Background: an optimization exercise with open tools, aiming at small area, a short achievable clock period and few clock cycles. Do not read the settings as production practice. The RTL was checked by simulation tests, not by an equivalence proof against the original design.

Setup of JK:
==> flow/design.v <==
module rca(s, co, a, b, ci);
	parameter W = 8;
	input [W-1:0] a, b;
	input ci;
	output [W-1:0] s;
	output co;
	wire [W:0] c;
	assign c[0] = ci;
	genvar g;
	generate for (g = 0; g < W; g = g + 1) begin : bit_
		assign s[g] = a[g] ^ b[g] ^ c[g];
		assign c[g+1] = (a[g] & b[g]) | (c[g] & (a[g] ^ b[g]));
	end endgenerate
	assign co = c[W];
endmodule
module fp_addsub(Sum, A, B, sub);
	parameter NORM_CASCADE = 0;
	input [31:0] A, B;
	input sub;
	output [31:0] Sum;
	wire sA = A[31];
	wire sB = B[31] ^ sub;
	wire [7:0] eA = A[30:23];
	wire [7:0] eB = B[30:23];
	wire [23:0] mA = {1'b1, A[22:0]};
	wire [23:0] mB = {1'b1, B[22:0]};
	wire [7:0] ddl;
	wire ddc;
	rca #(8) u_dd(ddl, ddc, eA, ~eB, 1'b1);
	wire [8:0] dd = {~ddc, ddl};
	function automatic gt23;
		input [22:0] a, b;
		reg [31:0] g, e;
		integer l, k;
		begin
			g = {9'd0, b & ~a};
			e = {9'h1FF, ~(a ^ b)};
			for (l = 1; l < 32; l = l * 2)
				for (k = 0; k < 32; k = k + 2 * l) begin
					g[k] = g[k + l] | (e[k + l] & g[k]);
					e[k] = e[k + l] & e[k];
				end
			gt23 = g[0];
		end
	endfunction
	wire swap = dd[8] | ((dd[7:0] == 8'd0) & gt23(A[22:0], B[22:0]));
	wire [7:0] eBig = swap ? eB : eA;
	wire [7:0] d = dd[8] ? -dd[7:0] : dd[7:0];
	wire [23:0] mBig = swap ? mB : mA;
	wire [23:0] mSm = swap ? mA : mB;
	wire [23:0] mSh = (d[7:5] != 3'd0 || d[4:3] == 2'b11) ? 24'd0 : (mSm >> d[4:0]);
	wire eff_sub = sA ^ sB;
	wire [23:0] bx = mSh ^ {24{eff_sub}};
	function automatic [24:0] bk_add;
		input [23:0] a, b;
		input ci;
		reg [31:0] g, p, G, P;
		integer l, k;
		begin
			g = {8'd0, a & b};
			p = {8'd0, a ^ b};
			g[0] = g[0] | (p[0] & ci);
			G = g; P = p;
			for (l = 1; l < 32; l = l * 2)
				for (k = 2 * l - 1; k < 32; k = k + 2 * l) begin
					G[k] = G[k] | (P[k] & G[k - l]);
					P[k] = P[k] & P[k - l];
				end
			for (l = 8; l >= 1; l = l / 2)
				for (k = 3 * l - 1; k < 32; k = k + 2 * l) begin
					G[k] = G[k] | (P[k] & G[k - l]);
					P[k] = P[k] & P[k - l];
				end
			bk_add[0] = p[0] ^ ci;
			for (k = 1; k < 24; k = k + 1)
				bk_add[k] = p[k] ^ G[k - 1];
			bk_add[24] = G[23];
		end
	endfunction
	wire [24:0] R0 = bk_add(mBig, bx, eff_sub);
	wire [23:0] Rl = R0[23:0];
	wire rc = R0[24];
	wire [24:0] R = {rc ^ eff_sub, Rl};
	wire [23:0] F0 = R[24:1];
	wire [4:0] lz;
	wire [23:0] F5;
	generate if (NORM_CASCADE) begin : norm_c
		wire z16 = F0[23:8] == 16'd0;
		wire [23:0] F1 = z16 ? {F0[7:0], 16'd0} : F0;
		wire z8 = F1[23:16] == 8'd0;
		wire [23:0] F2 = z8 ? {F1[15:0], 8'd0} : F1;
		wire z4 = F2[23:20] == 4'd0;
		wire [23:0] F3 = z4 ? {F2[19:0], 4'd0} : F2;
		wire z2 = F3[23:22] == 2'd0;
		wire [23:0] F4 = z2 ? {F3[21:0], 2'd0} : F3;
		wire z1 = ~F4[23];
		assign F5 = z1 ? {F4[22:0], 1'b0} : F4;
		assign lz = (z16 & F0[7:0] == 8'd0) ? 5'd24 : {z16, z8, z4, z2, z1};
	end else begin : norm_p
		reg [4:0] lzp;
		integer k;
		always @(*) begin
			lzp = 5'd24;
			for (k = 0; k < 24; k = k + 1)
				if (F0[k]) lzp = 5'd23 - k[4:0];
		end
		assign lz = lzp;
		assign F5 = F0 << lzp;
	end endgenerate
	wire [7:0] E = eBig + 8'd1 - {3'b000, lz};
	assign Sum = {swap ? sB : sA, E, F5[22:0]};
endmodule
module SinX(Out, OE, In, start, clk, reset);
	input clk, reset, start;
	input [31:0] In;
	output [31:0] Out;
	output OE;
	localparam [31:0] C360 = 32'h43B40000;
	localparam [31:0] C180 = 32'h43340000;
	localparam [31:0] C90  = 32'h42B40000;
	localparam [31:0] C45  = 32'h42340000;
	localparam [31:0] KCORDIC = 32'h3F1B7507;
	reg st_idle, st_red, st_f2, st_f3, st_it, st_out;
	reg [4:0] i;
	reg s;
	reg [31:0] x, y, z;
	wire [31:0] arctan_i =
		(i == 5'd2) ? 32'h41D48539 :
		(i == 5'd3) ? 32'h41609474 :
		(i == 5'd4) ? 32'h40E40022 :
		(i == 5'd5) ? 32'h4064E2A9 :
		(i == 5'd6) ? 32'h3FE51BCA :
		(i == 5'd7) ? 32'h3F652A1A :
		(i == 5'd8) ? 32'h3EE52DAF :
		(i == 5'd9) ? 32'h3E652E94 :
		(i == 5'd10) ? 32'h3DE52ECD :
		(i == 5'd11) ? 32'h3D652EDC :
		(i == 5'd12) ? 32'h3CE52EDF :
		(i == 5'd13) ? 32'h3C652EE0 :
		(i == 5'd14) ? 32'h3BE52EE0 :
		(i == 5'd15) ? 32'h3B652EE0 :
		(i == 5'd16) ? 32'h3BF5471D :
		(i == 5'd17) ? 32'h3A652EE0 :
		(i == 5'd18) ? 32'h39E52EE0 :
		(i == 5'd19) ? 32'h39652EE0 :
		32'h38E52EE0;
	wire k360 = ~z[31] & (z[30:0] > C360[30:0]);
	wire k180 = ~z[31] & (z[30:0] > C180[30:0]);
	wire k90 = ~z[31] & (z[30:0] > C90[30:0]);
	wire [7:0] i8 = {3'b000, i};
	wire [31:0] ysh = {y[31], y[30:23] - i8, y[22:0]};
	wire [31:0] xsh = {x[31], x[30:23] - i8, x[22:0]};
	wire [31:0] zb = st_it ? arctan_i : (k180 ? C360 : (k90 ? C180 : C45));
	wire [31:0] xo, yo, zo;
	fp_addsub az(zo, z, zb, ~st_it | ~z[31]);
	wire d = zo[31];
	fp_addsub #(1) ax(xo, x, ysh, ~d);
	fp_addsub #(1) ay(yo, y, xsh, d);
	wire fold = (st_red & ~k360 & k180) | ((st_red | st_f2) & ~k180 & k90);
	wire go_it = ((st_red | st_f2) & ~k90) | st_f3;
	wire last = st_it & (i == 5'd20);
	always @(posedge clk, posedge reset) begin
		if (reset) begin
			st_idle <= 1'b1;
			st_red <= 1'b0;
			st_f2 <= 1'b0;
			st_f3 <= 1'b0;
			st_it <= 1'b0;
			st_out <= 1'b0;
		end else begin
			st_idle <= (st_idle & ~start) | st_out;
			st_red <= (st_idle & start) | (st_red & k360);
			st_f2 <= st_red & ~k360 & k180;
			st_f3 <= (st_red | st_f2) & ~k180 & k90;
			st_it <= go_it | (st_it & ~last);
			st_out <= last;
		end
	end
	always @(posedge clk) begin
		if (st_idle | st_out)
			z <= {1'b0, In[30:0]};
		else
			z <= {zo[31] & ~fold, zo[30:0]};
		if (st_idle)
			s <= In[31];
		else if (st_red & ~k360 & k180)
			s <= ~s;
		x <= (st_it | go_it) ? xo : KCORDIC;
		y <= (st_it | go_it) ? yo : KCORDIC;
		i <= (st_it | go_it) ? i + 5'd1 : 5'd1;
	end
	assign OE = st_out;
	assign Out = {s, y[30:0]};
endmodule
clock: 80.0 ns
lec_check: 0
abc_area: 1
abc_clock_period_in_ps: 50000
cap_margin: 20
core_margin: 2
core_utilization: 75
slew_margin: 20
standard.sh (not shown) runs the stock make flow with config.mk's settings and CLKGATE_MAP_FILE= SYNTH_SCRIPT=/design/flow/synth_recipe.tcl, a recipe that flattens the netlist after the stock synthesis.
==> flow/flow/run.sh <==
#!/bin/bash
# The standard layout (standard.sh: the standard synthesis, then ORFS to
# finish), except that the input and output ports are buffered with
# sky130_fd_sc_hd__buf_1 cells instead of the buffer ORFS picks by default
# (a clkdlybuf4s50_1 delay cell). Each make run's full output goes to a log
# file of its own in this folder; ORFS's per-step logs are under orfs/logs.
set -euo pipefail
bash standard.sh synth > make_synth.log 2>&1
bash standard.sh "BUFFER_PORTS_ARGS=-buffer_cell sky130_fd_sc_hd__buf_1" finish > make_finish.log 2>&1
Testbench counts of JK, summed over its fixed seeds: cycles 7,175.
For MS, these inputs were changed with respect to JK:
# JK
export LEC_CHECK = 0
export ABC_AREA = 1
export ABC_CLOCK_PERIOD_IN_PS = 50000
export CAP_MARGIN = 20
export CORE_MARGIN = 2
export CORE_UTILIZATION = 75
export SLEW_MARGIN = 20
create_clock -name core_clock -period 80.0 [get_ports {clk}]
# MS
export LEC_CHECK = 0
export ABC_AREA = 1
export ABC_CLOCK_PERIOD_IN_PS = 50000
export CAP_MARGIN = 20
export CORE_MARGIN = 2
export CORE_UTILIZATION = 50
export SLEW_MARGIN = 20
create_clock -name core_clock -period 80.0 [get_ports {clk}]
==> run notes <==
- Non-clock buffer instance count of the final layout, JK and MS: larger value in MS
- As far as register cell area after layout goes, JK and MS are indistinguishable; the numbers are identical.
- Relative max-transition margin: MS < JK
- As far as clock tree cell share of total cell area is concerned, JK and MS perform about the same.
- Changes observed in MS relative to JK: number of antenna violations at the first check in global routing moved down, arrival time at the worst endpoint now larger.
- Diff JK -> MS: worst setup slack lower; routed wire length went up by about 9%.
[inputs] AL vs MS
# MS
export LEC_CHECK = 0
export ABC_AREA = 1
export ABC_CLOCK_PERIOD_IN_PS = 50000
export CAP_MARGIN = 20
export CORE_MARGIN = 2
export CORE_UTILIZATION = 50
export SLEW_MARGIN = 20
create_clock -name core_clock -period 80.0 [get_ports {clk}]
# AL
export LEC_CHECK = 0
export ABC_AREA = 1
export ABC_CLOCK_PERIOD_IN_PS = 50000
export CAP_MARGIN = 20
export CORE_MARGIN = 2
export CORE_UTILIZATION = 65
export SLEW_MARGIN = 20
create_clock -name core_clock -period 80.0 [get_ports {clk}]
Findings:
In the tables for AL and MS, maximum number of pins on one net before global-route repair reads higher with AL. Higher transition time at the pin with the least slew margin was reported by AL, not MS. Arithmetic-cell share of the synthesized area counting full adders, half adders and majority gates: MS vs AL, no meaningful difference. Comparing the two runs side by side, AL comes out ahead of MS on fmax.
Setup changes, AL to TR
==> flow/run.sh (new file) <==
#!/bin/bash
# synth_recipe.tcl (not shown) runs the flow's synth.tcl, then flattens the netlist and writes it again
# the make line also repeats each setting of config.mk as NAME=value (left out here)
make -C /OpenROAD-flow-scripts/flow DESIGN_CONFIG=/design/flow/config.mk WORK_HOME=/design/flow/orfs CLKGATE_MAP_FILE= SYNTH_SCRIPT=/design/flow/synth_recipe.tcl finish
removed: flow/flow/run.sh
removed: flow/standard.sh
--- outcome ---
- AL leaves more setup margin than TR.
- Post-route cell area (higher): TR
- Against AL, wire length of the first global-routing pass in TR came out worse.
- Minimum hold slack: TR lower than AL
- Compared with AL, TR shows a clock period minus worst slack that is 0.44 ns higher.
- TR -> AL: number of nets in the layout flat

==> separate check: timing with driven ports <==
How much do the figures lean on ideal ports? The routed layouts below were timed once more, with nothing changed but the port constraints.
Step 1: set_driving_cell puts a clkbuf_16 on clk and a buf_2 on each other input, an assumption about the parent block.
Step 2 adds t to the input delays and takes it off the output delays; t is the mean of the earliest and latest rising clock arrival at the registers after step 1. Input paths then give back, and output paths get back, about the clock's delay inside the block.
Three values: ideal, step 1, step 2; two values: the first two.
run	t (ns)	setup WS [ns]	worst setup path at the end	worst register clock-pin slew, ns
JK	0.428	62.981 / 62.929 / 63.356	register to register	0.09 / 0.09
MS	0.453	62.913 / 62.858 / 63.310	register to output	0.10 / 0.10
AL	0.442	62.992 / 62.939 / 63.381	register to output	0.09 / 0.09
TR	0.450	62.552 / 62.499 / 62.948	register to output	0.10 / 0.10
After both steps setup and hold are still met in every run listed.
